This is an optimization exercise on Yosys and OpenROAD, whose aim is small area, not a production implementation. In this exercise RTL edits were held to simulation tests only and were not proved equivalent to the original. Power is estimated from default activity; no workload was simulated.

### config.mk
export PLATFORM = sky130hd
export DESIGN_NAME = sfi5_rx_if_v6_16bit
export DESIGN_NICKNAME = sfi5_rx_if_v6_16bit
export VERILOG_FILES = /design/flow/design.v
export SDC_FILE = /design/flow/constraint.sdc
export NUM_CORES = 4
export LEC_CHECK = 0
export CAP_MARGIN = 20
export CORE_MARGIN = 2
export CORE_UTILIZATION = 60
export CTS_BUF_LIST = sky130_fd_sc_hd__clkbuf_8
export CTS_CLUSTER_DIAMETER = 80
export CTS_CLUSTER_SIZE = 14
export SLEW_MARGIN = 20
export SYNTH_HIERARCHICAL = 1
export SYNTH_MINIMUM_KEEP_SIZE = 0
### constraint.sdc
create_clock -name core_clock -period 5.0 [get_ports {i_CLK}]
set_input_delay 1.0000 -clock core_clock [delete_from_list [all_inputs] [get_ports {i_CLK}]]
set_output_delay 1.0000 -clock core_clock [all_outputs]
set_load 0.01 [all_outputs]
### design.v
`timescale 1 ns / 10 ps
module sfi5_rx_mux2n
(
	input	a,
	input	b,
	input	s,
	input	sn,
	output	y
);
assign y = ~((a | s) & (b | sn));
endmodule
module sfi5_rx_barrel_shifter_16bit
(
	input			i_CLK,
	input			i_SYNC_RST,
	input		[5:0]	iv_SHIFT_VALUE,
	input			i_NEW,	 
	input		[15:0]	iv_DATA,
	output	reg	[15:0]	ov_DATA
);
reg	[78:0]	L;
reg	[16:0]	Qn;	 
reg		s0d;	 
wire	[5:0]	s = iv_SHIFT_VALUE;
wire	[5:0]	sn = ~iv_SHIFT_VALUE;
wire	nah = s[4] | (sn[5] & ~i_NEW);	 
wire	nbh = sn[4];			 
wire	nal = s[4];			 
wire	nbl = sn[4];			 
wire	[46:0]	m1n;	 
wire	[30:0]	m2;
wire	[22:0]	m3n;	 
wire	[18:0]	m4;
wire	[16:0]	m5n;	 
wire	[15:0]	m6;
wire		s6 = s0d | i_SYNC_RST;
wire		s6n = ~s0d | i_SYNC_RST;
genvar i;
generate
	for (i = 0; i < 47; i = i + 1) begin : g_1
		sfi5_rx_mux2n u (.a(L[32+i]), .b(L[i]), .s(s[5]), .sn(sn[5]), .y(m1n[i]));
	end
	for (i = 0; i < 31; i = i + 1) begin : g_2
		sfi5_rx_mux2n u (.a(m1n[16+i]), .b(m1n[i]), .s((i >= 15) ? nah : nal), .sn((i >= 15) ? nbh : nbl), .y(m2[i]));
	end
	for (i = 0; i < 23; i = i + 1) begin : g_3
		sfi5_rx_mux2n u (.a(m2[8+i]), .b(m2[i]), .s(s[3]), .sn(sn[3]), .y(m3n[i]));
	end
	for (i = 0; i < 19; i = i + 1) begin : g_4
		sfi5_rx_mux2n u (.a(m3n[4+i]), .b(m3n[i]), .s(s[2]), .sn(sn[2]), .y(m4[i]));
	end
	for (i = 0; i < 17; i = i + 1) begin : g_5
		sfi5_rx_mux2n u (.a(m4[2+i]), .b(m4[i]), .s(s[1]), .sn(sn[1]), .y(m5n[i]));
	end
	for (i = 0; i < 16; i = i + 1) begin : g_6
		sfi5_rx_mux2n u (.a(Qn[1+i]), .b(Qn[i]), .s(s6), .sn(s6n), .y(m6[i]));
	end
endgenerate
always @(posedge i_CLK) begin
	L <= {iv_DATA, L[78:16]};
	Qn <= m5n;
	s0d <= s[0];
	ov_DATA <= m6;
end
endmodule
`timescale 1ns / 1ps
module sfi5_rx_frame_sync
(
	input			i_CLK,
	input			i_RST,
	input		[6:0]	i_FRAMES2LOCK,
	input		[6:0]	i_FRAMES2UNLOCK,
	input			i_CLEAR_FRAME_ERRORS,
	input		[15:0]	iv_DESKEW_CHANNEL,
	output	reg	[15:0]	ov_DESKEW_CHANNEL,
	output			o_RXLOF,
	output	reg		o_RXLOF_HISTORY,
	output	reg	[15:0]	ov_FRAME_ERRORS,
	output	reg	[15:0]	ov_FRAMES_RECEIVED,
	output			o_FRAME_START,
	output		[5:0]	ov_RXFRAME_SHIFT,
	output	reg	[6:0]	ov_TIMER,
	output	reg	[2:0]	ov_AGE
);
localparam	RESET		= 4'h0;
localparam	FRAME_FIND1	= 4'h1;
localparam	FRAME_FIND2	= 4'h2;
localparam	BITSLIP		= 4'h3;
localparam	WAIT_FRAME_LOCK1= 4'h4;
localparam	WAIT_FRAME_LOCK2= 4'h5;
localparam	FRAME_LOCK1	= 4'h6;
localparam	FRAME_LOCK2	= 4'h7;
localparam	FRAME1_MISMATCH	= 4'h8;
localparam	FRAME2_MISMATCH	= 4'h9;
reg	[3:0]	state;
reg	[3:0]	next_state;
reg	[4:0]	t;
reg	[6:0]	f2l;
always @(posedge i_CLK)
	ov_AGE <= i_RST ? 3'd0 : {ov_AGE[1:0], 1'b1};
reg	[78:23]	L;
reg	[15:0]	Qn;	 
wire	[31:0]	X = {L[54:47] & {8{ov_AGE[1]}}, L[46:39] & {8{ov_AGE[2]}}, L[38:23]};
wire	[4:0]	tn = ~t;
wire	[30:0]	s4n;	 
wire	[22:0]	s3;	 
wire	[18:0]	s2n;	 
wire	[16:0]	s1;	 
wire	[15:0]	s0n;
genvar	i;
generate
	for (i = 0; i < 31; i = i + 1) begin : g_4
		if (i >= 15) begin : g_m
			sfi5_rx_mux2n u (.a(X[i+1]), .b(X[i-15]), .s(t[4]), .sn(tn[4]), .y(s4n[i]));
		end else begin : g_w
			assign s4n[i] = ~X[i+1];
		end
	end
	for (i = 0; i < 23; i = i + 1) begin : g_3
		sfi5_rx_mux2n u (.a(s4n[i+8]), .b(s4n[i]), .s(t[3]), .sn(tn[3]), .y(s3[i]));
	end
	for (i = 0; i < 19; i = i + 1) begin : g_2
		sfi5_rx_mux2n u (.a(s3[i+4]), .b(s3[i]), .s(t[2]), .sn(tn[2]), .y(s2n[i]));
	end
	for (i = 0; i < 17; i = i + 1) begin : g_1
		sfi5_rx_mux2n u (.a(s2n[i+2]), .b(s2n[i]), .s(t[1]), .sn(tn[1]), .y(s1[i]));
	end
	for (i = 0; i < 16; i = i + 1) begin : g_0
		sfi5_rx_mux2n u (.a(s1[i+1]), .b(s1[i]), .s(t[0]), .sn(tn[0]), .y(s0n[i]));
	end
endgenerate
always @(posedge i_CLK) begin
	L <= {iv_DESKEW_CHANNEL, L[78:39]};
	if (!i_RST)
		Qn <= s0n;	 
	ov_DESKEW_CHANNEL <= ~(Qn | {16{i_RST}});
end
wire	t34 = t[4] | t[3];
assign	ov_RXFRAME_SHIFT = {t34, ~t34, ~t[3], t[2:0]};
wire	is_f6 = (ov_DESKEW_CHANNEL == 16'hF6F6);
wire	is_28 = (ov_DESKEW_CHANNEL == 16'h2828);
wire	locked = (state == FRAME_LOCK1) || (state == FRAME_LOCK2) || (state == FRAME1_MISMATCH) || (state == FRAME2_MISMATCH);
assign	o_RXLOF = ~locked;
assign	o_FRAME_START = (state == FRAME_LOCK2);
always @(*) begin
	case (state)
		RESET:			next_state = FRAME_FIND1;
		FRAME_FIND1:		next_state = is_f6 ? FRAME_FIND2 : ((ov_TIMER != 7'd127) ? FRAME_FIND1 : BITSLIP);
		FRAME_FIND2:		next_state = is_28 ? WAIT_FRAME_LOCK1 : FRAME_FIND1;
		BITSLIP:		next_state = FRAME_FIND1;
		WAIT_FRAME_LOCK1:	next_state = (ov_TIMER == 7'd66) ? (is_f6 ? WAIT_FRAME_LOCK2 : FRAME_FIND1) : WAIT_FRAME_LOCK1;
		WAIT_FRAME_LOCK2:	next_state = is_28 ? ((f2l == i_FRAMES2LOCK) ? FRAME_LOCK1 : WAIT_FRAME_LOCK1) : FRAME_FIND1;
		FRAME_LOCK1:		next_state = (ov_TIMER == 7'd66) ? (is_f6 ? FRAME_LOCK2 : FRAME1_MISMATCH) : FRAME_LOCK1;
		FRAME_LOCK2:		next_state = is_28 ? FRAME_LOCK1 : FRAME2_MISMATCH;
		FRAME1_MISMATCH,
		FRAME2_MISMATCH:	next_state = (ov_FRAME_ERRORS == {9'd0, i_FRAMES2UNLOCK}) ? FRAME_FIND1 : FRAME_LOCK1;
		default:		next_state = FRAME_FIND1;
	endcase
end
wire	count_timer = (state == FRAME_FIND1) || (state == WAIT_FRAME_LOCK1) || (state == FRAME_LOCK1) || (state == FRAME2_MISMATCH);
wire	hold_f2l = (state == WAIT_FRAME_LOCK1) || locked;
wire	hold_fe = (state == FRAME_LOCK1) || (state == FRAME_LOCK2);
wire	inc_fe = (state == FRAME1_MISMATCH) || (state == FRAME2_MISMATCH);
wire	hold_fr = (state == FRAME_LOCK1) || inc_fe;
wire	init_t = (state == RESET) || (state > FRAME2_MISMATCH);
wire	inc_f2l = (state == WAIT_FRAME_LOCK2);
wire	inc_fr = (state == FRAME_LOCK2);
wire	[5:0]	c_t;
wire	[7:0]	c_v;
wire	[7:0]	c_l;
wire	[16:0]	c_e;
wire	[16:0]	c_r;
assign	c_t[0] = (state == BITSLIP);
assign	c_v[0] = 1'b1;
assign	c_l[0] = inc_f2l;
assign	c_e[0] = inc_fe;
assign	c_r[0] = inc_fr;
generate
	for (i = 0; i < 5; i = i + 1) begin : g_ct
		assign c_t[i+1] = c_t[i] & t[i];
	end
	for (i = 0; i < 7; i = i + 1) begin : g_cv
		assign c_v[i+1] = c_v[i] & ov_TIMER[i];
		assign c_l[i+1] = c_l[i] & f2l[i];
	end
	for (i = 0; i < 16; i = i + 1) begin : g_ce
		assign c_e[i+1] = c_e[i] & ov_FRAME_ERRORS[i];
		assign c_r[i+1] = c_r[i] & ov_FRAMES_RECEIVED[i];
	end
endgenerate
always @(posedge i_CLK) begin
	state <= i_RST ? RESET : next_state;
	t <= (t ^ c_t[4:0]) & {5{~(i_RST | t[4] | init_t)}};
	ov_TIMER <= (ov_TIMER ^ c_v[6:0]) & {7{~(i_RST | ~count_timer)}};
	f2l <= (f2l ^ c_l[6:0]) & {7{~(i_RST | ~(inc_f2l | hold_f2l))}};
	ov_FRAME_ERRORS <= (ov_FRAME_ERRORS ^ c_e[15:0]) & {16{~(i_RST | i_CLEAR_FRAME_ERRORS | ~(inc_fe | hold_fe))}};
	ov_FRAMES_RECEIVED <= (ov_FRAMES_RECEIVED ^ c_r[15:0]) & {16{~(i_RST | ~(inc_fr | hold_fr))}};
	if (i_CLEAR_FRAME_ERRORS)
		o_RXLOF_HISTORY <= 1'b0;
	else if (o_RXLOF)
		o_RXLOF_HISTORY <= 1'b1;
end
endmodule
`timescale 1ns / 1ps
module sfi5_rx_data_sync
(
	input			i_CLK,
	input			i_RST,
	input		[15:0]	iv_DATA,
	input		[15:0]	iv_DSC,
	input			i_RXLOF,
	input			i_FRAME_START,
	input			i_WIN,
	input			i_END,
	input			i_NEW,
	input		[6:0]	iv_MISMATCHES_2_UNLOCK,
	input			i_CLEAR_MISMATCHES,
	output		[15:0]	ov_DATA,
	output	reg		o_RXOOA,
	output	reg	[5:0]	ov_RXDATA_SHIFT,
	output	reg	[15:0]	ov_DATA_MISMATCHES
);
reg	[2:0]	state;
reg	[6:0]	consec;
sfi5_rx_barrel_shifter_16bit shifter
(
	.i_CLK(i_CLK),
	.i_SYNC_RST(i_RST),
	.iv_SHIFT_VALUE(ov_RXDATA_SHIFT),
	.i_NEW(i_NEW),
	.iv_DATA(iv_DATA),
	.ov_DATA(ov_DATA)
);
wire	match = (ov_DATA == iv_DSC);
wire	s_wfs = ~state[1] & ~state[0];
wire	s_wst = ~state[1] & state[0];
wire	s_ce = state[1] & ~state[0];
wire	s_act = ~state[2] & state[1] & state[0];
wire	s_ds = state[2];
wire	s_dm3 = s_act & i_END;
wire	ge;
wire	go = ~(i_RST | i_RXLOF);
wire	[6:0]	c_s;
wire	[7:0]	c_c;
wire	[16:0]	c_m;
wire	[7:0]	c_g;
assign	c_s[0] = s_ds;
assign	c_c[0] = s_ce;
assign	c_m[0] = s_ce;
assign	c_g[0] = 1'b1;
genvar	i;
generate
	for (i = 0; i < 6; i = i + 1) begin : g_s
		assign c_s[i+1] = c_s[i] & ov_RXDATA_SHIFT[i];
	end
	for (i = 0; i < 7; i = i + 1) begin : g_c
		assign c_c[i+1] = c_c[i] & consec[i];
		assign c_g[i+1] = (consec[i] & ~iv_MISMATCHES_2_UNLOCK[i]) | ((consec[i] | ~iv_MISMATCHES_2_UNLOCK[i]) & c_g[i]);
	end
	for (i = 0; i < 16; i = i + 1) begin : g_m
		assign c_m[i+1] = c_m[i] & ov_DATA_MISMATCHES[i];
	end
endgenerate
assign	ge = c_g[7];
always @(posedge i_CLK) begin
	state[0] <= go & ~s_ds & ~(s_act & i_WIN & ~match);
	state[1] <= go & ((s_wst & i_FRAME_START) | (s_act & (i_WIN | ~i_END)) | (s_ce & ge));
	state[2] <= go & s_ce & ge;
	ov_RXDATA_SHIFT <= (ov_RXDATA_SHIFT ^ c_s[5:0]) & {6{~i_RST}};
	consec <= (consec ^ c_c[6:0]) & {7{~(i_RST | s_wfs | s_ds | s_dm3)}};
	ov_DATA_MISMATCHES <= (ov_DATA_MISMATCHES ^ c_m[15:0]) & {16{~(i_RST | i_CLEAR_MISMATCHES | s_wfs)}};
	if (s_wfs || s_ds)
		o_RXOOA <= 1'b1;
	else if (s_dm3)
		o_RXOOA <= 1'b0;
end
endmodule
`timescale 1ns / 1ps
module sfi5_rx_if_v6_16bit
(
	i_CLK,
	i_RST,
	iv_RXDATA00,
	iv_RXDATA01,
	iv_RXDATA02,
	iv_RXDATA03,
	iv_RXDATA04,
	iv_RXDATA05,
	iv_RXDATA06,
	iv_RXDATA07,
	iv_RXDATA08,
	iv_RXDATA09,
	iv_RXDATA10,
	iv_RXDATA11,
	iv_RXDATA12,
	iv_RXDATA13,
	iv_RXDATA14,
	iv_RXDATA15,
	iv_DESKEW_CHANNEL,
	i_FRAMES2LOCK,
	i_FRAMES2UNLOCK,
	iv_MISMATCHES_2_UNLOCK,
	i_CLEAR_FRAME_ERRORS,
	i_CLEAR_MISMATCHES,
	ov_RXDATA00,
	ov_RXDATA01,
	ov_RXDATA02,
	ov_RXDATA03,
	ov_RXDATA04,
	ov_RXDATA05,
	ov_RXDATA06,
	ov_RXDATA07,
	ov_RXDATA08,
	ov_RXDATA09,
	ov_RXDATA10,
	ov_RXDATA11,
	ov_RXDATA12,
	ov_RXDATA13,
	ov_RXDATA14,
	ov_RXDATA15,
	o_RXLOF,
	o_RXLOF_HISTORY,
	ov_FRAME_ERRORS,
	ov_FRAMES_RECEIVED,
	ov_DATA_MISMATCHES_CH00,
	ov_DATA_MISMATCHES_CH01,
	ov_DATA_MISMATCHES_CH02,
	ov_DATA_MISMATCHES_CH03,
	ov_DATA_MISMATCHES_CH04,
	ov_DATA_MISMATCHES_CH05,
	ov_DATA_MISMATCHES_CH06,
	ov_DATA_MISMATCHES_CH07,
	ov_DATA_MISMATCHES_CH08,
	ov_DATA_MISMATCHES_CH09,
	ov_DATA_MISMATCHES_CH10,
	ov_DATA_MISMATCHES_CH11,
	ov_DATA_MISMATCHES_CH12,
	ov_DATA_MISMATCHES_CH13,
	ov_DATA_MISMATCHES_CH14,
	ov_DATA_MISMATCHES_CH15,
	ov_RXFRAME_SHIFT,
	ov_RXDATA_SHIFT_CH00,
	ov_RXDATA_SHIFT_CH01,
	ov_RXDATA_SHIFT_CH02,
	ov_RXDATA_SHIFT_CH03,
	ov_RXDATA_SHIFT_CH04,
	ov_RXDATA_SHIFT_CH05,
	ov_RXDATA_SHIFT_CH06,
	ov_RXDATA_SHIFT_CH07,
	ov_RXDATA_SHIFT_CH08,
	ov_RXDATA_SHIFT_CH09,
	ov_RXDATA_SHIFT_CH10,
	ov_RXDATA_SHIFT_CH11,
	ov_RXDATA_SHIFT_CH12,
	ov_RXDATA_SHIFT_CH13,
	ov_RXDATA_SHIFT_CH14,
	ov_RXDATA_SHIFT_CH15,
	o_RXOOA
);
input		i_CLK;			 
input		i_RST;			 
input	[15:0]	iv_RXDATA00;		 
input	[15:0]	iv_RXDATA01;		 
input	[15:0]	iv_RXDATA02;		 
input	[15:0]	iv_RXDATA03;		 
input	[15:0]	iv_RXDATA04;		 
input	[15:0]	iv_RXDATA05;		 
input	[15:0]	iv_RXDATA06;		 
input	[15:0]	iv_RXDATA07;		 
input	[15:0]	iv_RXDATA08;		 
input	[15:0]	iv_RXDATA09;		 
input	[15:0]	iv_RXDATA10;		 
input	[15:0]	iv_RXDATA11;		 
input	[15:0]	iv_RXDATA12;		 
input	[15:0]	iv_RXDATA13;		 
input	[15:0]	iv_RXDATA14;		 
input	[15:0]	iv_RXDATA15;		 
input	[15:0]	iv_DESKEW_CHANNEL;	 
input	[6:0]	i_FRAMES2LOCK;		 
input	[6:0]	i_FRAMES2UNLOCK;	 
input	[6:0]	iv_MISMATCHES_2_UNLOCK;	 
input		i_CLEAR_FRAME_ERRORS;	 
input		i_CLEAR_MISMATCHES;	 
output	[15:0]	ov_RXDATA00;		 
output	[15:0]	ov_RXDATA01;		 
output	[15:0]	ov_RXDATA02;		 
output	[15:0]	ov_RXDATA03;		 
output	[15:0]	ov_RXDATA04;		 
output	[15:0]	ov_RXDATA05;		 
output	[15:0]	ov_RXDATA06;		 
output	[15:0]	ov_RXDATA07;		 
output	[15:0]	ov_RXDATA08;		 
output	[15:0]	ov_RXDATA09;		 
output	[15:0]	ov_RXDATA10;		 
output	[15:0]	ov_RXDATA11;		 
output	[15:0]	ov_RXDATA12;		 
output	[15:0]	ov_RXDATA13;		 
output	[15:0]	ov_RXDATA14;		 
output	[15:0]	ov_RXDATA15;		 
output		o_RXLOF;		 
output		o_RXLOF_HISTORY;	 
output	[15:0]	ov_FRAME_ERRORS;	 
output	[15:0]	ov_FRAMES_RECEIVED;	 
output	[15:0]	ov_DATA_MISMATCHES_CH00; 
output	[15:0]	ov_DATA_MISMATCHES_CH01; 
output	[15:0]	ov_DATA_MISMATCHES_CH02; 
output	[15:0]	ov_DATA_MISMATCHES_CH03; 
output	[15:0]	ov_DATA_MISMATCHES_CH04; 
output	[15:0]	ov_DATA_MISMATCHES_CH05; 
output	[15:0]	ov_DATA_MISMATCHES_CH06; 
output	[15:0]	ov_DATA_MISMATCHES_CH07; 
output	[15:0]	ov_DATA_MISMATCHES_CH08; 
output	[15:0]	ov_DATA_MISMATCHES_CH09; 
output	[15:0]	ov_DATA_MISMATCHES_CH10; 
output	[15:0]	ov_DATA_MISMATCHES_CH11; 
output	[15:0]	ov_DATA_MISMATCHES_CH12; 
output	[15:0]	ov_DATA_MISMATCHES_CH13; 
output	[15:0]	ov_DATA_MISMATCHES_CH14; 
output	[15:0]	ov_DATA_MISMATCHES_CH15; 
output	[5:0]	ov_RXFRAME_SHIFT;	 
output	[5:0]	ov_RXDATA_SHIFT_CH00;	 
output	[5:0]	ov_RXDATA_SHIFT_CH01;	 
output	[5:0]	ov_RXDATA_SHIFT_CH02;	 
output	[5:0]	ov_RXDATA_SHIFT_CH03;	 
output	[5:0]	ov_RXDATA_SHIFT_CH04;	 
output	[5:0]	ov_RXDATA_SHIFT_CH05;	 
output	[5:0]	ov_RXDATA_SHIFT_CH06;	 
output	[5:0]	ov_RXDATA_SHIFT_CH07;	 
output	[5:0]	ov_RXDATA_SHIFT_CH08;	 
output	[5:0]	ov_RXDATA_SHIFT_CH09;	 
output	[5:0]	ov_RXDATA_SHIFT_CH10;	 
output	[5:0]	ov_RXDATA_SHIFT_CH11;	 
output	[5:0]	ov_RXDATA_SHIFT_CH12;	 
output	[5:0]	ov_RXDATA_SHIFT_CH13;	 
output	[5:0]	ov_RXDATA_SHIFT_CH14;	 
output	[5:0]	ov_RXDATA_SHIFT_CH15;	 
output	[15:0]	o_RXOOA;		 
wire	[15:0]	dsc;
wire		rxlof;
wire		frame_start;
wire	[6:0]	timer;
wire	[2:0]	age;
assign		o_RXLOF		= rxlof;
sfi5_rx_frame_sync sfi5_rx_frame_sync_0
(
	.i_CLK(i_CLK),
	.i_RST(i_RST),
	.i_FRAMES2LOCK(i_FRAMES2LOCK),
	.i_FRAMES2UNLOCK(i_FRAMES2UNLOCK),
	.i_CLEAR_FRAME_ERRORS(i_CLEAR_FRAME_ERRORS),
	.iv_DESKEW_CHANNEL(iv_DESKEW_CHANNEL),
	.ov_DESKEW_CHANNEL(dsc),
	.o_RXLOF(rxlof),
	.o_RXLOF_HISTORY(o_RXLOF_HISTORY),
	.ov_FRAME_ERRORS(ov_FRAME_ERRORS),
	.ov_FRAMES_RECEIVED(ov_FRAMES_RECEIVED),
	.o_FRAME_START(frame_start),
	.ov_RXFRAME_SHIFT(ov_RXFRAME_SHIFT),
	.ov_TIMER(timer),
	.ov_AGE(age)
);
wire	[16:0]	pos;
genvar	k;
generate
	for (k = 0; k < 17; k = k + 1) begin : g_pos
		assign pos[k] = (timer[6:2] == k);
	end
endgenerate
wire	[15:0]	lane_in [0:15];
wire	[15:0]	lane_out [0:15];
wire	[15:0]	lane_mm [0:15];
wire	[5:0]	lane_shift [0:15];
assign lane_in[0] = iv_RXDATA00;
assign lane_in[1] = iv_RXDATA01;
assign lane_in[2] = iv_RXDATA02;
assign lane_in[3] = iv_RXDATA03;
assign lane_in[4] = iv_RXDATA04;
assign lane_in[5] = iv_RXDATA05;
assign lane_in[6] = iv_RXDATA06;
assign lane_in[7] = iv_RXDATA07;
assign lane_in[8] = iv_RXDATA08;
assign lane_in[9] = iv_RXDATA09;
assign lane_in[10] = iv_RXDATA10;
assign lane_in[11] = iv_RXDATA11;
assign lane_in[12] = iv_RXDATA12;
assign lane_in[13] = iv_RXDATA13;
assign lane_in[14] = iv_RXDATA14;
assign lane_in[15] = iv_RXDATA15;
generate
	for (k = 0; k < 16; k = k + 1) begin : g_lane
		wire win = timer[1] ? pos[15-k] : pos[16-k];
		wire fin = pos[16-k] & timer[1] & ~timer[0];
		sfi5_rx_data_sync lane
		(
			.i_CLK(i_CLK),
			.i_RST(i_RST),
			.iv_DATA(lane_in[k]),
			.iv_DSC(dsc),
			.i_RXLOF(rxlof),
			.i_FRAME_START(frame_start),
			.i_WIN(win),
			.i_END(fin),
			.i_NEW(age[0]),
			.iv_MISMATCHES_2_UNLOCK(iv_MISMATCHES_2_UNLOCK),
			.i_CLEAR_MISMATCHES(i_CLEAR_MISMATCHES),
			.ov_DATA(lane_out[k]),
			.o_RXOOA(o_RXOOA[k]),
			.ov_RXDATA_SHIFT(lane_shift[k]),
			.ov_DATA_MISMATCHES(lane_mm[k])
		);
	end
endgenerate
assign ov_RXDATA00 = lane_out[0];
assign ov_RXDATA01 = lane_out[1];
assign ov_RXDATA02 = lane_out[2];
assign ov_RXDATA03 = lane_out[3];
assign ov_RXDATA04 = lane_out[4];
assign ov_RXDATA05 = lane_out[5];
assign ov_RXDATA06 = lane_out[6];
assign ov_RXDATA07 = lane_out[7];
assign ov_RXDATA08 = lane_out[8];
assign ov_RXDATA09 = lane_out[9];
assign ov_RXDATA10 = lane_out[10];
assign ov_RXDATA11 = lane_out[11];
assign ov_RXDATA12 = lane_out[12];
assign ov_RXDATA13 = lane_out[13];
assign ov_RXDATA14 = lane_out[14];
assign ov_RXDATA15 = lane_out[15];
assign ov_DATA_MISMATCHES_CH00 = lane_mm[0];
assign ov_DATA_MISMATCHES_CH01 = lane_mm[1];
assign ov_DATA_MISMATCHES_CH02 = lane_mm[2];
assign ov_DATA_MISMATCHES_CH03 = lane_mm[3];
assign ov_DATA_MISMATCHES_CH04 = lane_mm[4];
assign ov_DATA_MISMATCHES_CH05 = lane_mm[5];
assign ov_DATA_MISMATCHES_CH06 = lane_mm[6];
assign ov_DATA_MISMATCHES_CH07 = lane_mm[7];
assign ov_DATA_MISMATCHES_CH08 = lane_mm[8];
assign ov_DATA_MISMATCHES_CH09 = lane_mm[9];
assign ov_DATA_MISMATCHES_CH10 = lane_mm[10];
assign ov_DATA_MISMATCHES_CH11 = lane_mm[11];
assign ov_DATA_MISMATCHES_CH12 = lane_mm[12];
assign ov_DATA_MISMATCHES_CH13 = lane_mm[13];
assign ov_DATA_MISMATCHES_CH14 = lane_mm[14];
assign ov_DATA_MISMATCHES_CH15 = lane_mm[15];
assign ov_RXDATA_SHIFT_CH00 = lane_shift[0];
assign ov_RXDATA_SHIFT_CH01 = lane_shift[1];
assign ov_RXDATA_SHIFT_CH02 = lane_shift[2];
assign ov_RXDATA_SHIFT_CH03 = lane_shift[3];
assign ov_RXDATA_SHIFT_CH04 = lane_shift[4];
assign ov_RXDATA_SHIFT_CH05 = lane_shift[5];
assign ov_RXDATA_SHIFT_CH06 = lane_shift[6];
assign ov_RXDATA_SHIFT_CH07 = lane_shift[7];
assign ov_RXDATA_SHIFT_CH08 = lane_shift[8];
assign ov_RXDATA_SHIFT_CH09 = lane_shift[9];
assign ov_RXDATA_SHIFT_CH10 = lane_shift[10];
assign ov_RXDATA_SHIFT_CH11 = lane_shift[11];
assign ov_RXDATA_SHIFT_CH12 = lane_shift[12];
assign ov_RXDATA_SHIFT_CH13 = lane_shift[13];
assign ov_RXDATA_SHIFT_CH14 = lane_shift[14];
assign ov_RXDATA_SHIFT_CH15 = lane_shift[15];
endmodule
### flow/run.sh
#!/bin/bash
# The standard layout (the standard.sh, standard synthesis unchanged) with two
# changes: ports are buffered with the smallest buffer, and clock tree synthesis
# uses small buffers without dummy loads. Each tool's output goes to its own log
# under orfs/logs; make's own output goes to flow_make.log here.
set -euo pipefail
export BUFFER_PORTS_ARGS="-buffer_cell sky130_fd_sc_hd__buf_1"
export CTS_ARGS="-sink_clustering_enable -repair_clock_nets -dont_use_dummy_load -buf_list sky130_fd_sc_hd__clkbuf_8 -sink_clustering_size 14 -sink_clustering_max_diameter 80"
bash standard.sh > flow_make.log 2>&1
### standard.sh
#!/bin/bash
# synth_recipe.tcl (not shown) runs the flow's synth.tcl, then flattens the netlist and writes it again
# the make line also repeats each setting of config.mk as NAME=value (left out here)
make -C /OpenROAD-flow-scripts/flow DESIGN_CONFIG=/design/flow/config.mk WORK_HOME=/design/flow/orfs CLKGATE_MAP_FILE= SYNTH_SCRIPT=/design/flow/synth_recipe.tcl "${@:-finish}"
==> flow_summary.json, run 1 <==
{
  "fin_skew_ns": 0.0730,
  "cp.arrival_ns": 4.73,
  "area_growth_pct": 11.0,
  "multi_input_area_um2": 33000,
  "grt_util_all_layers_pct": 32.9,
  "tightest_slew_ns": 1.22,
  "yosysUniqueCellTypes": 62,
  "mostFrequentLayoutCell": "o22ai_1",
  "power_density_nw_per_um2": 346,
  "wl_met1_mm": 99.5,
  "holdBufCountCts": 0,
  "synth_seq_cells": 2483,
  "finalCritPeriodShare_pct": 79.1,
  "core_um2": 139000,
  "path_clk_slew_ns": 0.09,
  "gr-total-overflow": 0,
  "clkSinkCount": 2483,
  "yosysTopAreaCellShare_pct": 58.9,
  "synth_fp_nets": 8083,
  "vias": 64700,
  "synthArstFlopShare_pct": 0,
  "ys_top_cells_by_area": "dfxtp_1 (59%), o22ai_1 (19%), ha_1 (6.9%)",
  "hold_viol_final": 0,
  "drive_gt1_share_pct": 4.62,
  "clock_path_buffers": 3,
  "layout_common_cells": "o22ai_1 (2557), dfxtp_1 (2448), buf_1 (955)",
  "post-route-min-period_ns": 3.96,
  "topRoutingLayerUsed": "met5",
  "pin_count": 961,
  "syn_area_um2": 83800,
  "via_per_inst": 6.20,
  "cts_buffers": 195,
  "ir_drop_mv": 0.339,
  "drtPass1Iterations": 8,
  "drt_iter0_markers": 5021,
  "synthFlopType": "dfxtp_1",
  "fmax_mhz": 253,
  "nFillCells": 11300,
  "grt_pass1_vias": 59500,
  "ant_nets": 0,
  "yosysSeqAreaShare_pct": 59.5,
  "final_cells": 10400,
  "place.gp.congestion": 0.971,
  "leakage_nw": 37.4,
  "setup_tns_ns": 0,
  "dieArea_um2": 143000,
  "rsz0062_at_grt": "false",
  "synth-edff-count": 16,
  "grt_pass1_wl_mm": 360,
  "die_x_um": 378,
  "critical_path_required_ns": 5.77,
  "cts_setup_buffers": 0,
  "cts_root_buffer": "clkbuf_8",
  "start_util_pct": 60.3,
  "max_slew_margin_pct": 18.9,
  "outcome": "finished clean",
  "met3_length_mm": 21.4,
  "seqCellArea_um2": 49900,
  "cp_max_fo": 12,
  "hp-class": "in2reg",
  "finalPower_mw": 32.2,
  "clk_latency_ns": 0.94,
  "wl_mm": 245,
  "end_kind": "flop",
  "wl_per_cell_um": 23.5,
  "cts_resized": 0,
  "yosysWarnings": 10,
  "whs_ns": 0.144,
  "setup_viol": 0,
  "slew_violations": 0,
  "synth_area_leader_cell": "dfxtp_1",
  "antenna_found_initial": 34,
  "maxCapViolations": 0,
  "htree_levels": 4,
  "dpl.hpwl_mm": 179,
  "grt_max_degree": 79,
  "cp-start-kind": "flop",
  "route.detailed.drc": 0,
  "rows": 137,
  "worstSetupPathType": "reg2reg",
  "syn_inst": 7324,
  "dp.cells": 10200,
  "syn_avg_cell_area_um2": 11.4,
  "wl_met2_mm": 108,
  "fp.dieH_um": 378,
  "io_buffers": 960,
  "nets": 9304,
  "cts_tree": "done"
}
-- state kept, by name (all words and copies together), names as in the netlist, 16 cells and up --
register                                 count
g_lane.lane.consec                         112
g_lane.lane.o_RXOOA                         16
g_lane.lane.ov_DATA_MISMATCHES             256
g_lane.lane.ov_RXDATA_SHIFT                 96
g_lane.lane.shifter.L                     1264
g_lane.lane.shifter.Qn                     272
g_lane.lane.shifter.ov_DATA                256
g_lane.lane.shifter.s0d                     16
g_lane.lane.state                           48
sfi5_rx_frame_sync_0.L                      56
sfi5_rx_frame_sync_0.Qn                     16
sfi5_rx_frame_sync_0.ov_DESKEW_CHANNEL      16
sfi5_rx_frame_sync_0.ov_FRAMES_RECEIVED     16
sfi5_rx_frame_sync_0.ov_FRAME_ERRORS        16
-- Yosys cell counts (6+ instances only) --
cell type and number:
o22ai_1 2557, dfxtp_1 2467, ha_1 462, and2_1 398, xor2_1 264, inv_1 186
nor2b_1 130, nor2_1 108, nor4_1 91, nand2b_1 88, xnor2_1 59, nand2_1 40
nor3_1 37, and3_1 33, o211ai_1 32, o21bai_1 32, a21oi_1 28, nand4_1 22
o21ai_0 21, or3_1 18, a2111oi_2 17, a211oi_1 17, and2b_1 17, mux2i_1 17
a41oi_1 16, buf_6 16, edfxtp_1 16, maj3_1 16, nor2_4 16, nor3_4 16
or2_1 16, or2_4 16, buf_4 8, clkbuf_1 6
-- worst max-delay path, stage by stage (launching register included) --
cell     delay [ns]
dfxtp_1        0.55
and2b_4        0.27
nand3_1        0.10
inv_1          0.07
ha_1           0.18
ha_1           0.18
ha_1           0.17
ha_1           0.17
ha_1           0.18
ha_1           0.18
ha_1           0.18
ha_1           0.17
ha_1           0.18
ha_1           0.18
ha_1           0.18
ha_1           0.18
ha_1           0.18
ha_1           0.18
ha_1           0.18
xnor2_1        0.14
nor3_1         0.05
-- modules after synthesis (local to each module, per instance) --
module / cell area [um2] / times used
sfi5_rx_barrel_shifter_16bit: 2300 / 16
sfi5_rx_data_sync: 1610 / 16
sfi5_rx_frame_sync: 4970 / 1
sfi5_rx_if_v6_16bit: 372 / 1
sfi5_rx_mux2n: 6.26 / 2539
-- per-layer routing --
layer / GRT usage (%) / vias up
li1: - / 31000
met1: 41.1 / 30600
met2: 50.7 / 2522
met3: 9.09 / 620
met4: 19.5 / 26
met5: 0 / -
-- where the power goes --
| group | internal, mW | switching (mW) | leakage, nW |
|---|---|---|---|
| registers | 20.6 | 0.502 | 20.6 |
| logic | 0.723 | 0.898 | 15.4 |
| clock network | 3.47 | 6.02 | 1.40 |
-- through the flow --
| step | setup slack, ns | area, um2 | utilization [%] |
|---|---|---|---|
| 6_report | 1.04 | 93000 | 66.9 |
| 4_1_cts | 1.05 | 93000 | 66.9 |
| 2_1_floorplan | 1.23 | 83800 | - |
| 3_3_place_gp | 1.03 | 90300 | 64.9 |
| 3_5_place_dp | 1.03 | 90300 | 64.9 |
| 5_1_grt | 0.802 | 93000 | 66.9 |
-- area by class of cell --
type / instances / area share [%]
multi-input combinational: 4620 / 35.4
inverter: 187 / 0.755
sequential: 2483 / 53.7
clock buffer: 195 / 2.89
tap: 1876 / 2.52
antenna: 15 / 0.0404
timing repair buffer: 1058 / 4.70
-- path summary, 6_finish.rpt --
check / startpoint / endpoint / slack [ns] / cells past startpoint
hold reg to reg: g_lane[3].lane.shifter.L[20] / g_lane[3].lane.shifter.L[4] / 0.31 / 0
setup / recovery: sfi5_rx_frame_sync_0.state[3] / sfi5_rx_frame_sync_0.ov_FRAMES_RECEIVED[15] / 1.04 / 20
hold / removal: iv_RXDATA07[14] / g_lane[7].lane.shifter.L[77] / 0.14 / 1
setup reg to reg: sfi5_rx_frame_sync_0.state[3] / sfi5_rx_frame_sync_0.ov_FRAMES_RECEIVED[15] / 1.04 / 20
-- cell families after synthesis --
kind of cell	share of synthesized area, %
xor gates and xnor gates	3.38
adders and majority gates	7.09
DFF	59.5
buffers and inverters	1.17
and+or+nand+nor	7.99
AOI/OAI and AO/OA	20.7
muxes	0.203
==> inputs of run 2 (changes only) <==
--- a/flow/run.sh
+++ b/flow/run.sh
@@ -6,4 +6,4 @@
 set -euo pipefail
 export BUFFER_PORTS_ARGS="-buffer_cell sky130_fd_sc_hd__buf_1"
-export CTS_ARGS="-sink_clustering_enable -repair_clock_nets -dont_use_dummy_load -buf_list sky130_fd_sc_hd__clkbuf_8 -sink_clustering_size 14 -sink_clustering_max_diameter 80"
+export CTS_ARGS="-sink_clustering_enable -repair_clock_nets -dont_use_dummy_load -buf_list sky130_fd_sc_hd__clkbuf_8 -sink_clustering_size 15 -sink_clustering_max_diameter 120"
 bash standard.sh > flow_make.log 2>&1
--- a/config.mk
+++ b/config.mk
@@ -9,7 +9,4 @@
 export CORE_MARGIN = 2
 export CORE_UTILIZATION = 60
-export CTS_BUF_LIST = sky130_fd_sc_hd__clkbuf_8
-export CTS_CLUSTER_DIAMETER = 80
-export CTS_CLUSTER_SIZE = 14
 export SLEW_MARGIN = 20
 export SYNTH_HIERARCHICAL = 1
==> run 2 against run 1 <==
Compared with the run above: still clean on timing, DRC and antenna; flip-flop and latch count stayed put; combinational power hardly changed; sequential power hardly changed; largest power group unchanged.
==> flow_summary.json, run 2 <==
{
  "hp-class": "in2reg",
  "fmax_mhz": 253,
  "htree_levels": 4,
  "yosysSeqAreaShare_pct": 59.5,
  "cp_max_fo": 12,
  "drtPass1Iterations": 6,
  "largest_reg_flops": 1264,
  "leakage_nw": 37.3,
  "yosysTopAreaCellShare_pct": 58.9,
  "pin_count": 961,
  "top_regs": "g_lane.lane.shifter.L (1264), g_lane.lane.shifter.Qn (272)",
  "dieArea_um2": 143000,
  "die_x_um": 378,
  "clkSinkCount": 2483,
  "nFillCells": 11300,
  "final_cells": 10400,
  "synth_fp_nets": 8083,
  "ant_nets": 0,
  "grt_pass1_vias": 59400,
  "route.detailed.drc": 0,
  "cts_resized": 0,
  "setup_viol": 0,
  "vias": 64600,
  "maxCapViolations": 0,
  "path_clk_slew_ns": 0.10,
  "drive_gt1_share_pct": 4.49,
  "fp.dieH_um": 378,
  "hold_viol_final": 0,
  "gr-total-overflow": 0,
  "holdBufCountCts": 0,
  "antenna_found_initial": 29,
  "yosysWarnings": 10,
  "finalCritPeriodShare_pct": 79.1,
  "rsz0062_at_grt": "false",
  "place_ws_ns": 1.03,
  "wl_per_cell_um": 23.5,
  "grt_util_all_layers_pct": 32.8,
  "synth_seq_cells": 2483,
  "grt_max_degree": 79,
  "largest_register": "g_lane.lane.shifter.L",
  "synth-edff-count": 16,
  "yosysUniqueCellTypes": 62,
  "cts_root_buffer": "clkbuf_8",
  "synth_common_cells": "o22ai_1 (2557), dfxtp_1 (2467), ha_1 (462)",
  "fin_skew_ns": 0.0767,
  "layout_common_cells": "o22ai_1 (2557), dfxtp_1 (2448), buf_1 (955)",
  "design_area_um2": 92800,
  "dpl.hpwl_mm": 179,
  "synthFlopType": "dfxtp_1",
  "syn_area_um2": 83800,
  "multi_input_area_um2": 33000,
  "post-route-min-period_ns": 3.96,
  "mostFrequentLayoutCell": "o22ai_1",
  "wl_mm": 244,
  "synthArstFlopShare_pct": 0,
  "cts_setup_buffers": 0,
  "nets": 9292,
  "placed_cell_area_um2": 90300,
  "grt_pass1_wl_mm": 359,
  "setup_tns_ns": 0,
  "end_kind": "flop",
  "drt_iter0_markers": 5232,
  "tightest_slew_ns": 1.14,
  "ir_drop_mv": 0.331,
  "clock_path_buffers": 3,
  "slew_violations": 0,
  "cp.arrival_ns": 4.76,
  "finalPower_mw": 31.9,
  "ff2ff_setup_slack_ns": 1.04,
  "layout_setup_ws_ns": 1.04,
  "worstSetupPathType": "reg2reg",
  "io_buffers": 960,
  "max_slew_margin_pct": 23.8,
  "syn_inst": 7324,
  "cts_tree": "done",
  "syn_avg_cell_area_um2": 11.4,
  "synth_area_leader_cell": "dfxtp_1",
  "outcome": "finished clean",
  "core_um2": 139000,
  "clk_latency_ns": 0.94,
  "cp-start-kind": "flop",
  "cts_buffers": 183,
  "seqCellArea_um2": 49900,
  "place.gp.congestion": 0.971,
  "synth_most_common_cell": "o22ai_1",
  "rows": 137,
  "start_util_pct": 60.3,
  "critical_path_required_ns": 5.80,
  "via_per_inst": 6.20,
  "power_density_nw_per_um2": 344,
  "dp.cells": 10200,
  "area_growth_pct": 10.8,
  "ys_top_cells_by_area": "dfxtp_1 (59%), o22ai_1 (19%), ha_1 (6.9%)"
}
-- run 2: cell counts after synthesis --
No cell type changed its count.
-- run 2: kinds of logic (layout without fill, tap and decap cells) --
| logic type | count (synthesis) | in the layout | share of synthesized area, % |
|---|---|---|---|
| AOI/OAI and AO/OA | 2727 | 2727 | 20.7 |
| DFF | 2483 | 2483 | 59.5 |
| and+or+nand+nor | 1075 | 1075 | 7.99 |
| adders and majority gates | 478 | 478 | 7.09 |
| xor gates and xnor gates | 323 | 323 | 3.38 |
| buffers and inverters | 221 | 1428 | 1.17 |
| muxes | 17 | 17 | 0.203 |
| other | 0 | 11 | 0 |
-- run 2: final cells by class --
class	count	share of cell area (%)
Antenna cell	11	0.0297
Timing Repair Buffer	1058	4.71
Inverter	187	0.756
Multi-Input combinational cell	4620	35.5
Clock buffer	183	2.71
Sequential cell	2483	53.8
Tap cell	1876	2.53
-- run 2: stage by stage --
stage	util (%)	hold slack, ns
after global placement	64.9	0.311
after CTS	66.7	0.0389
after floorplan	-	0.310
final	66.8	0.133
after detailed placement	64.9	0.312
after global routing	66.8	0.0792
-- run 2: final timing paths --
path / from / end / cells past startpoint
worst max-delay path: sfi5_rx_frame_sync_0.state[3] / sfi5_rx_frame_sync_0.ov_FRAMES_RECEIVED[15] / 20
worst min-delay path: iv_RXDATA05[11] / g_lane[5].lane.shifter.L[74] / 1
worst max register to register: sfi5_rx_frame_sync_0.state[3] / sfi5_rx_frame_sync_0.ov_FRAMES_RECEIVED[15] / 20
worst min register to register: g_lane[8].lane.shifter.L[70] / g_lane[8].lane.shifter.L[54] / 0
-- run 2: critical path, stage by stage (launching register included) --
cell     delay, ns
dfxtp_1       0.54
and2b_4       0.27
nand3_1       0.10
inv_1         0.07
ha_1          0.18
ha_1          0.18
ha_1          0.17
ha_1          0.17
ha_1          0.18
ha_1          0.18
ha_1          0.18
ha_1          0.17
ha_1          0.18
ha_1          0.18
ha_1          0.18
ha_1          0.18
ha_1          0.18
ha_1          0.18
ha_1          0.18
xnor2_1       0.16
nor3_1        0.06
-- run 2: routing by layer --
metal	global-route usage [%]	share of wire, %
met5	0	0.068
met4	19.2	6.4
met3	8.85	8.6
met2	50.7	44
met1	41.2	41
-- run 2: per-module statistics from Yosys (local to each module, per instance) --
module                        area (um2)  cells  flops+latches
sfi5_rx_mux2n                       6.26      1              0
sfi5_rx_barrel_shifter_16bit        2300    121            113
sfi5_rx_data_sync                   1610    149             33
sfi5_rx_if_v6_16bit                  372     58              0
sfi5_rx_frame_sync                  4970    407            147
-- run 2: power breakdown --
part	total (mW)	internal, mW	switching (mW)
Clock	9.22	3.27	5.94
Sequential	21.1	20.6	0.503
Combinational	1.62	0.723	0.897
Total	31.9	24.6	7.34
==> inputs of run 3 (changes only) <==
--- a/config.mk
+++ b/config.mk
@@ -8,5 +8,5 @@
 export CAP_MARGIN = 20
 export CORE_MARGIN = 2
-export CORE_UTILIZATION = 60
+export CORE_UTILIZATION = 70
 export SLEW_MARGIN = 20
 export SYNTH_HIERARCHICAL = 1
==> run 3 against run 2 <==
Compared with the run above: design area decreased by 0.38%; clock-buffer cell count unchanged; first-iteration DRC count increased by 22%; largest cell class unchanged; die area decreased by 14%; clock power decreased by 0.7%; synthesized area unchanged; worst hold slack improved by 0.0078 ns; core utilization increased by 11 points; routed wire length decreased by 2.0%; clock skew increased by 0.0022 ns; total power decreased by 0.20%.
==> flow_summary.json, run 3 <==
{
  "pwr-share-clk_pct": 28.8,
  "io_buffers": 960,
  "switching_share_pct": 22.9,
  "comb_power_share_pct": 5.1,
  "ff2ff_path_depth": 20,
  "rsz0062_at_grt": "false",
  "pwr-share-seq_pct": 66.2,
  "leakage_nw": 37.3,
  "place.gp.congestion": 0.962,
  "tightest_slew_ns": 1.11,
  "antenna_found_initial": 59,
  "hold_depth": 1,
  "yosysSeqAreaShare_pct": 59.5,
  "syn_area_um2": 83800,
  "drtPass1Iterations": 6,
  "largest_reg_flops": 1264,
  "yosysWarnings": 10,
  "layout_common_cells": "o22ai_1 (2557), dfxtp_1 (2449), buf_1 (955)",
  "clkSinkCount": 2483,
  "htree_levels": 4,
  "crit-reg2reg-launch": "sfi5_rx_frame_sync_0.state[3]",
  "hold_viol_final": 0,
  "ff2ff_setup_slack_ns": 0.81,
  "end_kind": "flop",
  "gr-total-overflow": 0,
  "vias": 65700,
  "r2r-end": "sfi5_rx_frame_sync_0.ov_FRAMES_RECEIVED[15]",
  "wl_mm": 240,
  "wl_per_cell_um": 23.6,
  "die_x_um": 350,
  "grt_max_degree": 85,
  "fin_skew_ns": 0.0789,
  "drt_iter0_markers": 6391,
  "dpl.hpwl_mm": 174,
  "cts_buffers": 183,
  "syn_avg_cell_area_um2": 11.4,
  "slew_violations": 0,
  "holdBufCountCts": 0,
  "drive_gt1_share_pct": 4.38,
  "synthFlopType": "dfxtp_1",
  "setup_viol": 0,
  "path_cells": "and2b_4 -> nand3_1 -> inv_1 -> ha_1 -> ha_1 -> ha_1 -> ha_1 -> ha_1 -> ha_1 -> ha_1 -> ha_1 -> ha_1 -> ha_1 -> ha_1 -> ha_1 -> ha_1 -> ha_1 -> ha_1 -> xnor2_1 -> nor3_1",
  "fmax_mhz": 239,
  "mostFrequentLayoutCell": "o22ai_1",
  "pin_count": 961,
  "area_growth_pct": 10.3,
  "cts_root_buffer": "clkbuf_8",
  "grt_pass1_vias": 60900,
  "cp.arrival_ns": 4.96,
  "route.detailed.drc": 0,
  "synth_common_cells": "o22ai_1 (2557), dfxtp_1 (2467), ha_1 (462)",
  "hp-class": "in2reg",
  "critical-path-max-stage-delay_ns": 0.54,
  "maxCapViolations": 0,
  "path_clk_slew_ns": 0.10,
  "max_slew_margin_pct": 26.1,
  "p_sw_mw": 7.28,
  "cts_setup_buffers": 0,
  "grt_pass1_wl_mm": 355,
  "synth_fp_nets": 8083,
  "synth-edff-count": 16,
  "yosysTopAreaCellShare_pct": 58.9,
  "hold_path_startpoint": "iv_RXDATA07[7]",
  "place_ws_ns": 0.865,
  "finalCritPeriodShare_pct": 83.7,
  "cp-start-kind": "flop",
  "via_per_inst": 6.47,
  "syn_inst": 7324,
  "rows": 126,
  "hold_path_end": "g_lane[7].lane.shifter.L[70]",
  "clock_path_buffers": 3,
  "layout_setup_ws_ns": 0.815,
  "critical_path_required_ns": 5.78,
  "ys_top_cells_by_area": "dfxtp_1 (59%), o22ai_1 (19%), ha_1 (6.9%)",
  "outcome": "finished clean",
  "wl_met1_mm": 92.0,
  "yosysUniqueCellTypes": 62,
  "internal-power_mw": 24.6,
  "dieArea_um2": 123000,
  "whs_ns": 0.141,
  "cp_max_fo": 12,
  "path_common_cell": "ha_1",
  "nets": 9281,
  "met3_length_mm": 23.6,
  "largest_register": "g_lane.lane.shifter.L",
  "ir_drop_mv": 0.377,
  "clk_latency_ns": 0.95,
  "synth_most_common_cell": "o22ai_1",
  "cts_tree": "done",
  "grt_util_all_layers_pct": 37.5,
  "worstSetupPathType": "reg2reg",
  "wl_met2_mm": 108,
  "power_density_nw_per_um2": 344,
  "fp.dieH_um": 350,
  "core_um2": 118000,
  "synth_area_leader_cell": "dfxtp_1",
  "setup_tns_ns": 0,
  "start_util_pct": 70.8,
  "final_cells": 10200,
  "dp.cells": 9937,
  "post-route-min-period_ns": 4.19,
  "cts_resized": 0,
  "synth_seq_cells": 2483,
  "slowest_stage": "dfxtp_1",
  "top_regs": "g_lane.lane.shifter.L (1264), g_lane.lane.shifter.Qn (272)",
  "ant_nets": 0,
  "topRoutingLayerUsed": "met5",
  "synthArstFlopShare_pct": 0
}
-- run 3: cell counts after synthesis --
Identical to the previous run, type by type.
-- run 3: power by group through the flow --
stage | clock [mW] | sequential [mW] | combinational (mW)
6_report | 9.16 | 21.1 | 1.61
5_1_grt | 9.99 | 21.1 | 1.73
4_1_cts | 9.24 | 21.1 | 1.58
3_5_place_dp | 0 | 21.5 | 1.56
3_3_place_gp | 0 | 21.5 | 1.54
2_1_floorplan | 0 | 21.4 | 1.00
-- run 3: layout make-up --
class                   count  area, um2
repair buffers           1047       4280
multi-input cells        4620      33000
inverters                 187        702
fillers                  8120      25900
diodes                     43        108
flip-flops and latches   2483      49900
clock buffers             183       2520
well taps                1600       2000
-- run 3: worst max path at each step --
| stage | startpoint | end | slack [ns] |
|---|---|---|---|
| after global routing | sfi5_rx_frame_sync_0.state[3] | sfi5_rx_frame_sync_0.ov_FRAMES_RECEIVED[15] | 0.64 |
| after CTS | sfi5_rx_frame_sync_0.state[3] | sfi5_rx_frame_sync_0.ov_FRAMES_RECEIVED[15] | 0.85 |
| after floorplan | sfi5_rx_frame_sync_0.state[2] | sfi5_rx_frame_sync_0.ov_FRAMES_RECEIVED[15] | 1.23 |
| after detailed placement | sfi5_rx_frame_sync_0.state[3] | sfi5_rx_frame_sync_0.ov_FRAMES_RECEIVED[15] | 0.86 |
| final | sfi5_rx_frame_sync_0.state[3] | sfi5_rx_frame_sync_0.ov_FRAMES_RECEIVED[15] | 0.81 |
| after global placement | sfi5_rx_frame_sync_0.state[3] | sfi5_rx_frame_sync_0.ov_FRAMES_RECEIVED[15] | 0.97 |
-- run 3: metal layers --
layer	track usage, %	vias up
met2	58.6	2933
met3	10.9	683
li1	-	31000
met4	23.8	28
met5	0	-
met1	45.7	31100
-- run 3: Yosys stat by module, one instance, submodules excluded --
module / cells inside / copies in the design
sfi5_rx_frame_sync: 407 / 1
sfi5_rx_mux2n: 1 / 2539
sfi5_rx_barrel_shifter_16bit: 121 / 16
sfi5_rx_if_v6_16bit: 58 / 1
sfi5_rx_data_sync: 149 / 16
-- run 3: critical path: cells and delay by family (launching register included) --
family / cells / cell delay, ns
xor+xnor: 1 / 0.19
buf+inv: 1 / 0.13
simple gates: 3 / 0.43
flops: 1 / 0.54
fa+ha+maj: 15 / 2.78
-- run 3: logic make-up after synthesis --
kind of cell / count (synthesis) / share of synthesized area, %
flops: 2483 / 59.5
xor+xnor: 323 / 3.38
simple gates: 1075 / 7.99
mux: 17 / 0.203
fa+ha+maj: 478 / 7.09
compound gates: 2727 / 20.7
buf+inv: 221 / 1.17
-- run 3: metrics by stage --
stage	cell area [um2]	utilization, %	total power, mW
floorplan	83800	-	22.4
global placement	89800	75.9	23.0
detailed placement	89800	75.9	23.1
CTS	92400	78.0	31.9
global route	92400	78.1	32.9
finish	92500	78.1	31.8
==> inputs of run 4 (changes only) <==
--- a/design.v
+++ b/design.v
@@ -20,6 +20,5 @@
 );
 reg	[78:0]	L;
-reg	[16:0]	Qn;	 
-reg		s0d;	 
+reg	[15:0]	Q;
 wire	[5:0]	s = iv_SHIFT_VALUE;
 wire	[5:0]	sn = ~iv_SHIFT_VALUE;
@@ -34,6 +33,4 @@
 wire	[16:0]	m5n;	 
 wire	[15:0]	m6;
-wire		s6 = s0d | i_SYNC_RST;
-wire		s6n = ~s0d | i_SYNC_RST;
 genvar i;
 generate
@@ -54,12 +51,11 @@
 	end
 	for (i = 0; i < 16; i = i + 1) begin : g_6
-		sfi5_rx_mux2n u (.a(Qn[1+i]), .b(Qn[i]), .s(s6), .sn(s6n), .y(m6[i]));
+		sfi5_rx_mux2n u (.a(m5n[1+i]), .b(m5n[i]), .s(s[0]), .sn(sn[0]), .y(m6[i]));
 	end
 endgenerate
 always @(posedge i_CLK) begin
 	L <= {iv_DATA, L[78:16]};
-	Qn <= m5n;
-	s0d <= s[0];
-	ov_DATA <= m6;
+	Q <= m6;
+	ov_DATA <= i_SYNC_RST ? 16'd0 : Q;
 end
 endmodule
==> run.sh (new file) <==
#!/bin/bash
# synth_recipe.tcl (not shown) runs the flow's synth.tcl, then flattens the netlist and writes it again
# the make line also repeats each setting of config.mk as NAME=value (left out here)
make -C /OpenROAD-flow-scripts/flow DESIGN_CONFIG=/design/flow/config.mk WORK_HOME=/design/flow/orfs CLKGATE_MAP_FILE= SYNTH_SCRIPT=/design/flow/synth_recipe.tcl finish
--- a/config.mk
+++ b/config.mk
@@ -8,5 +8,8 @@
 export CAP_MARGIN = 20
 export CORE_MARGIN = 2
-export CORE_UTILIZATION = 70
+export CORE_UTILIZATION = 60
+export CTS_BUF_LIST = sky130_fd_sc_hd__clkbuf_8
+export CTS_CLUSTER_DIAMETER = 80
+export CTS_CLUSTER_SIZE = 14
 export SLEW_MARGIN = 20
 export SYNTH_HIERARCHICAL = 1
removed: flow/run.sh
removed: standard.sh
==> run 4 against run 3 <==
Compared with the run above: critical path type is now reg2out; clock skew shrank 0.038 ns; flip-flop and latch count shrank 32; synthesized cell count grew 3.1%.
==> flow_summary.json, run 4 <==
{
  "setup_tns_ns": 0,
  "final_cells": 10700,
  "grt_max_degree": 107,
  "ir_drop_mv": 0.312,
  "mostFrequentLayoutCell": "o22ai_1",
  "ff2ff_path_depth": 20,
  "synth-edff-count": 16,
  "critical_path_required_ns": 4.00,
  "hold_path_end": "sfi5_rx_frame_sync_0.L[39]",
  "drt_iter0_markers": 5200,
  "hp-class": "reg2reg",
  "dpl.hpwl_mm": 181,
  "cts_setup_buffers": 0,
  "whs_ns": 0.315,
  "route.detailed.drc": 0,
  "startpoint": "sfi5_rx_frame_sync_0.t[3]",
  "critical-path-max-stage-delay_ns": 0.83,
  "fmax_mhz": 235,
  "holdBufCountCts": 0,
  "fp.dieH_um": 381,
  "vias": 65600,
  "end_kind": "primary output",
  "rows": 138,
  "core_um2": 141000,
  "cts_tree": "done",
  "wl_per_cell_um": 23.1,
  "grt_util_all_layers_pct": 32.4,
  "max_slew_margin_pct": 20.8,
  "grt_pass1_wl_mm": 365,
  "layout_common_cells": "o22ai_1 (2557), dfxtp_1 (2416), clkdlybuf4s50_1 (954)",
  "cts_root_buffer": "clkbuf_8",
  "wl_mm": 246,
  "ff2ff_setup_slack_ns": 0.87,
  "outcome": "finished clean",
  "path_cells": "inv_1 -> nand2_1 -> clkdlybuf4s50_1",
  "synth_seq_cells": 2451,
  "start_util_pct": 60.3,
  "finalCritPeriodShare_pct": 85.1,
  "yosysUniqueCellTypes": 63,
  "syn_avg_cell_area_um2": 11.3,
  "leakage_nw": 40.4,
  "io_buffers": 960,
  "die_x_um": 381,
  "synth_area_leader_cell": "dfxtp_1",
  "maxCapViolations": 0,
  "cp.arrival_ns": 3.25,
  "r2r-end": "sfi5_rx_frame_sync_0.ov_FRAMES_RECEIVED[15]",
  "layout_setup_ws_ns": 0.746,
  "hold_path_startpoint": "sfi5_rx_frame_sync_0.L[55]",
  "drtPass1Iterations": 7,
  "cp_max_fo": 25,
  "htree_levels": 4,
  "clkSinkCount": 2451,
  "cp-start-kind": "flop",
  "rsz0062_at_grt": "false",
  "syn_inst": 7548,
  "power_density_nw_per_um2": 323,
  "synth_common_cells": "o22ai_1 (2557), dfxtp_1 (2435), ha_1 (462)",
  "synthFlopType": "dfxtp_1",
  "crit-reg2reg-launch": "sfi5_rx_frame_sync_0.state[3]",
  "ys_top_cells_by_area": "dfxtp_1 (57%), o22ai_1 (19%), ha_1 (6.8%)",
  "cts_resized": 0,
  "largest_reg_flops": 1264,
  "ant_nets": 0,
  "place_ws_ns": 0.919,
  "synth_most_common_cell": "o22ai_1",
  "syn_area_um2": 85300,
  "setup_viol": 0,
  "path_clk_slew_ns": 0.09,
  "via_per_inst": 6.15,
  "drive_gt1_share_pct": 6.93,
  "yosysSeqAreaShare_pct": 57.7,
  "dp.cells": 10400,
  "design_area_um2": 100000,
  "tightest_slew_ns": 1.19,
  "cts_buffers": 193,
  "dieArea_um2": 145000,
  "gr-total-overflow": 0,
  "yosysTopAreaCellShare_pct": 57.1,
  "slowest_stage": "dfxtp_1",
  "hold_depth": 0,
  "cp.buffers_inverters": 2,
  "synth_fp_nets": 8307,
  "yosysWarnings": 10,
  "nets": 9497,
  "worstSetupPathType": "reg2out",
  "clock_path_buffers": 3,
  "largest_register": "g_lane.lane.shifter.L",
  "hold_viol_final": 0,
  "post-route-min-period_ns": 4.25,
  "cp_top_family": "buffers and inverters",
  "place.gp.congestion": 0.958,
  "antenna_found_initial": 36,
  "clk_latency_ns": 0.96,
  "area_growth_pct": 17.8,
  "final_util_pct": 71.0,
  "slew_violations": 0,
  "grt_pass1_vias": 61000,
  "finalPower_mw": 32.4,
  "placed_cell_area_um2": 97500,
  "pin_count": 961,
  "synthArstFlopShare_pct": 0,
  "fin_skew_ns": 0.0410
}
-- run 4: layout make-up --
type | count | area [um2]
Timing Repair Buffer | 1045 | 10300
Inverter | 203 | 762
Tap cell | 1890 | 2360
Fill cell | 10500 | 40900
Clock inverter | 21 | 214
Multi-Input combinational cell | 4844 | 34900
Antenna cell | 20 | 50.0
Clock buffer | 195 | 2680
Sequential cell | 2451 | 49300
-- run 4: metal layers --
layer | share of wire [%] | vias to the layer above | GRT usage, % | wire [um]
met2 | 46 | 2432 | 52.3 | 113000
met5 | 0.058 | - | 0 | 142
met4 | 6.0 | 22 | 18.2 | 14800
li1 | - | 31600 | - | -
met1 | 40 | 31100 | 39.6 | 99400
met3 | 7.8 | 543 | 8.22 | 19100
-- run 4: Yosys stat by module, one instance, submodules excluded --
module                        area [um2]  cells  copies in the design
sfi5_rx_mux2n                       6.26      1                  2539
sfi5_rx_data_sync                   1610    149                    16
sfi5_rx_if_v6_16bit                  372     58                     1
sfi5_rx_frame_sync                  4970    407                     1
sfi5_rx_barrel_shifter_16bit        2400    135                    16
-- run 4: kinds of logic (layout without fill, tap and decap cells) --
family	count (synthesis)	in the layout	share of synthesized area [%]
fa+ha+maj	478	478	6.96
mux	17	17	0.199
flops	2451	2451	57.7
other cells	0	20	0
xor+xnor	323	323	3.32
buf+inv	253	1464	1.43
simple gates	1299	1299	10.1
compound gates	2727	2727	20.3
-- run 4: worst max-delay path by stage --
| stage | depth (start not counted) | slack (ns) | to |
|---|---|---|---|
| after floorplan | 20 | 1.23 | sfi5_rx_frame_sync_0.ov_FRAMES_RECEIVED[15] |
| after global placement | 20 | 0.93 | sfi5_rx_frame_sync_0.ov_FRAMES_RECEIVED[15] |
| after detailed placement | 20 | 0.92 | sfi5_rx_frame_sync_0.ov_FRAMES_RECEIVED[15] |
| after CTS | 3 | 0.69 | ov_RXFRAME_SHIFT[5] |
| after global routing | 3 | 0.48 | ov_RXFRAME_SHIFT[5] |
| final | 3 | 0.75 | ov_RXFRAME_SHIFT[5] |
-- run 4: power breakdown --
part           internal, mW  total (mW)  switching, mW  leakage [nW]
Sequential             20.3        20.7          0.444          20.4
Combinational          1.04        2.02          0.978          18.5
Clock                  3.57        9.66           6.09          1.53
Total                  24.9        32.4           7.52          40.4

[what the ideal ports hide]
Ports are ideal in the flow. The routed layouts listed here were re-timed in OpenROAD. Step 1 assumes that a clkbuf_16 drives the clock port and a buf_2 every other input. Step 2 adds t to the input delays and takes it off the output delays; t is the mean of the earliest and latest rising clock arrival at the registers after step 1. Input paths then give back, and output paths get back, about the clock's delay inside the block. Three values: no drivers, after step 1, after step 2; two values: the first two.
run	t, ns	setup slack, ns	hold WS [ns]
run 1	0.982	1.043 / 1.043 / 1.043	0.144 / 0.081 / 0.307
run 2	0.985	1.043 / 1.043 / 1.043	0.133 / 0.080 / 0.312
run 3	0.990	0.815 / 0.815 / 0.815	0.141 / 0.082 / 0.310
run 4	1.014	0.746 / 0.662 / 0.872	0.315 / 0.315 / 0.315
After both steps every run listed still meets setup and hold.
